From an optimization exercise on the open Yosys and OpenROAD flow, aimed at small area, a short achievable clock period and few clock cycles per item; shortcuts taken in it are not production practice.
The RTL was checked by simulation tests, not by an equivalence proof against the original design.
Power is estimated from default activity; no workload was simulated.

oak:
## non_rest
module non_rest #(parameter n=16, s=16) (output wire [s-1:0] QUOTIENT, REMAINDER, output wire done,
    input wire [n-1:0] x, y, input wire clk, reset, start);
    reg [15:0] Q, R, M;    
    reg [3:0]  cnt;        
    reg        fin;
    assign QUOTIENT  = Q;
    assign REMAINDER = R;
    assign done      = fin;
    wire        busy = |cnt;
    wire [16:0] T    = {R, Q[15]};
    wire [17:0] D    = {1'b0, T} - {2'b0, M};
    wire        qb   = ~D[17];
    wire y_le1 = ~|y[15:1];
    wire q0    = y_le1 & (~y[0] | x[15]);
    wire r0    = x[15] & ~(y_le1 & y[0]);
    wire c8 = |y[15:8];
    wire c4 = |y[15:4];
    always @(posedge clk, posedge reset)
        if (reset) begin
            cnt <= 4'd0; fin <= 1'b0;
        end else if (start) begin
            if (c8) begin cnt <= 4'd8; fin <= 1'b0; end
            else if (c4) begin cnt <= 4'd12; fin <= 1'b0; end
            else begin cnt <= 4'd15; fin <= 1'b0; end
        end else if (busy) begin
            cnt <= cnt - 4'd1;
            if (cnt == 4'd1) fin <= 1'b1;
        end
    always @(posedge clk)
        if (start) begin
            M <= y;
            if (c8) begin R <= {8'd0, x[15:8]}; Q <= {x[7:0], 8'd0}; end
            else if (c4) begin R <= {12'd0, x[15:12]}; Q <= {x[11:0], 4'd0}; end
            else begin R <= {15'd0, r0}; Q <= {x[14:0], q0}; end
        end else if (busy) begin
            R <= qb ? D[15:0] : T[15:0];
  ...
export LEC_CHECK = 0
export CAP_MARGIN = 20
export CORE_MARGIN = 2
export CORE_UTILIZATION = 40
export SETUP_SLACK_MARGIN = 3.8
export SLEW_MARGIN = 20
create_clock -name core_clock -period 6.0 [get_ports {clk}]
standard.sh (not shown) runs the stock make flow with config.mk's settings and CLKGATE_MAP_FILE= SYNTH_SCRIPT=/design/flow/synth_recipe.tcl, a recipe that flattens the netlist after the stock synthesis.
==> flow/flow/run.sh <==
#!/bin/bash
# Standard layout, with the port buffers made from buf_1 cells instead of the
# default choice; the resizer still upsizes any of them that timing needs.
set -euo pipefail
bash standard.sh "BUFFER_PORTS_ARGS=-buffer_cell sky130_fd_sc_hd__buf_1" finish > orfs_make.log 2>&1
oak finished all stages; the layout is clean.
Testbench counts of oak, summed over its fixed seeds: cycles 19,649, divisions 1,600.
## Diff of input files: pine against oak
# oak
export LEC_CHECK = 0
export CAP_MARGIN = 20
export CORE_MARGIN = 2
export CORE_UTILIZATION = 40
export SETUP_SLACK_MARGIN = 3.8
export SLEW_MARGIN = 20
create_clock -name core_clock -period 6.0 [get_ports {clk}]
# pine
export LEC_CHECK = 0
export CAP_MARGIN = 20
export CORE_MARGIN = 2
export CORE_UTILIZATION = 40
export SETUP_SLACK_MARGIN = 3.5
export SLEW_MARGIN = 20
create_clock -name core_clock -period 6.0 [get_ports {clk}]
==> results.txt <==
- In pine the global-route track usage on met2 turned out 3.1 points lower than in oak.
- Status: via count normalized by instance count parity (pine, oak)
- pine against oak: worst endpoint data arrival time now larger, via count of the first global-routing pass now smaller.
- Compared to oak, the routing of pine uses less wire.
- pine ends up with lower internal power than oak does.
- From oak to pine the numbers moved as follows: number of post-CTS setup repair buffers went down by 37; number of sinks driven by the clock tree shows no meaningful change.
- In the tables for pine and oak, via count reads lower with pine.
Here is what was changed in the inputs of birch compared with pine.
# pine
export LEC_CHECK = 0
export CAP_MARGIN = 20
export CORE_MARGIN = 2
export CORE_UTILIZATION = 40
export SETUP_SLACK_MARGIN = 3.5
export SLEW_MARGIN = 20
create_clock -name core_clock -period 6.0 [get_ports {clk}]
# birch
export LEC_CHECK = 0
export CAP_MARGIN = 20
export CORE_MARGIN = 2
export CORE_UTILIZATION = 40
export SETUP_SLACK_MARGIN = 3.6
export SLEW_MARGIN = 20
create_clock -name core_clock -period 6.0 [get_ports {clk}]
Results
- Row share of power burned in the clock network: birch lower / pine higher
- birch reports a higher via count than pine does.
- [birch vs pine] data arrival time at the worst-slack endpoint: lower in birch
- The delay contributed by the slowest stage of the critical path in birch sits 50 ps above the value recorded for pine.
- birch gives more overall power after layout than pine did.
- Delta (birch minus pine): final worst-path setup slack now sits higher; cell leakage power shows an increase of 0.17 nW; final cell count without fillers picked up an extra 4.6%; power consumed by the clock network barely changed.
- Lower setup slack of the worst register-to-register path was reported by pine, not birch.
The inputs of maple differ from those of birch as listed below.
# birch
export LEC_CHECK = 0
export CAP_MARGIN = 20
export CORE_MARGIN = 2
export CORE_UTILIZATION = 40
export SETUP_SLACK_MARGIN = 3.6
export SLEW_MARGIN = 20
create_clock -name core_clock -period 6.0 [get_ports {clk}]
# maple
export LEC_CHECK = 0
export CAP_MARGIN = 20
export CORE_MARGIN = 2
export CORE_UTILIZATION = 40
export SETUP_SLACK_MARGIN = 3.3
export SLEW_MARGIN = 20
create_clock -name core_clock -period 6.0 [get_ports {clk}]
==> comparison <==
- [compare] base=birch new=maple: endpoint required time on the critical path now sits at about the same level, highest cell delay on the worst timing path now smaller, die area held, sequential fraction of total cell area increased by 4.4 points relative to the old numbers.
- birch → maple: total power of the final layout now sits lower; power density over the cells now sits lower.
- Going from birch to maple, cell count shrank by a few percent.
- Sort maple and birch by combinational power, descending, and birch comes first.
- maple: PASS, flow complete, no timing, DRC or antenna violations
- Looking at aggregate routed wire length, maple sits below birch.
- On maple: first-pass GRT wire length is 1300 um lower than what birch gave.
- The post-detailed-placement cell area was comparable across maple and birch.
For cedar, these inputs were changed with respect to maple:
# maple
export LEC_CHECK = 0
export CAP_MARGIN = 20
export CORE_MARGIN = 2
export CORE_UTILIZATION = 40
export SETUP_SLACK_MARGIN = 3.3
export SLEW_MARGIN = 20
create_clock -name core_clock -period 6.0 [get_ports {clk}]
# cedar
export LEC_CHECK = 0
export CAP_MARGIN = 20
export CORE_MARGIN = 2
export CORE_UTILIZATION = 60
export SETUP_SLACK_MARGIN = 3.5
export SLEW_MARGIN = 20
create_clock -name core_clock -period 6.0 [get_ports {clk}]
==> comparison <==
The flow did not stop early for cedar: all stages ran, and the layout cleared the timing, design-rule and antenna checks.
Against maple, worst hold slack in cedar came out better.
The sequential fraction of total cell area number comes out lower for cedar vs maple.
The total detailed-routing wirelength reported for cedar is smaller than that of maple by 200 um.
Routed wire length on met3 was higher in cedar than in maple.

Starting RTL as in the previous note.
Settings: LEC_CHECK=0, CAP_MARGIN=20, CORE_MARGIN=2, CORE_UTILIZATION=40, PLACE_DENSITY=0.8, SETUP_SLACK_MARGIN=3.5, SLEW_MARGIN=20; clock period 6.0 ns.
Scripts as last shown in full above: flow/flow/run.sh
Testbench counts at the start, summed over its fixed seeds: cycles 19,649, divisions 1,600.
Edit:
==> flow/flow/run.sh (replaced) <==
#!/bin/bash
# Standard layout, with the port buffers made from buf_1 cells instead of the
# default choice (the resizer still upsizes any of them that timing needs),
# and power recovery (downsizing gates off the critical paths) after global
# routing's timing repair.
set -euo pipefail
bash standard.sh "BUFFER_PORTS_ARGS=-buffer_cell sky130_fd_sc_hd__buf_1" "RECOVER_POWER=100" finish > orfs_make.log 2>&1
PLACE_DENSITY = not set   (was 0.8)
The changed run completed without violations.
Non-clock buffer count came out lower by 4.
Core utilization shrinks by 2.6 points.
Worst hold slack improved by 0.0090 ns.
Total power shrinks by 5.2%.
Sequential cell count is unchanged.
Cell area is lower by 5.2%.
Count of clock-buffer cells in the layout does not change.
Synthesized area is unchanged.

-- afterwards: timing with drivers on the ports --
The results above use ideal ports. As a check the final layouts listed here were re-extracted and re-timed, cells and wires unchanged.
Step 1: set_driving_cell puts a clkbuf_16 on clk and a buf_2 on each other input, an assumption about the parent block.
Step 2 times the ports against the registers' clock, not the clock port: input delays grow and output delays shrink by t, the midpoint of the rising clock arrivals with the driver on.
Slacks: ideal ports / drivers / drivers and shift; pairs: ideal ports / drivers.
| run | t (ns) | slack for setup (ns) | hold slack, ns | worst setup path after step 2 |
|---|---|---|---|---|
| oak | 0.339 | 3.664 / 3.656 / 3.317 | 0.525 / 0.525 / 0.525 | input to register |
| pine | 0.340 | 3.501 / 3.501 / 3.238 | 0.519 / 0.519 / 0.519 | input to register |
| birch | 0.348 | 3.565 / 3.565 / 3.304 | 0.526 / 0.526 / 0.526 | input to register |
| maple | 0.336 | 3.392 / 3.392 / 3.105 | 0.531 / 0.531 / 0.531 | input to register |
| cedar | 0.335 | 3.570 / 3.570 / 3.304 | 0.549 / 0.549 / 0.549 | input to register |
| the first run of note 2 | 0.338 | 3.532 / 3.532 / 3.297 | 0.510 / 0.510 / 0.510 | input to register |
| the second run of note 2 | 0.343 | 2.461 / 2.471 / 2.128 | 0.519 / 0.519 / 0.519 | input to register |
After both steps every run listed still meets setup and hold. For oak, which loses most, drivers alone change the setup slack by -0.008 ns; drivers and shift together by -0.347 ns.
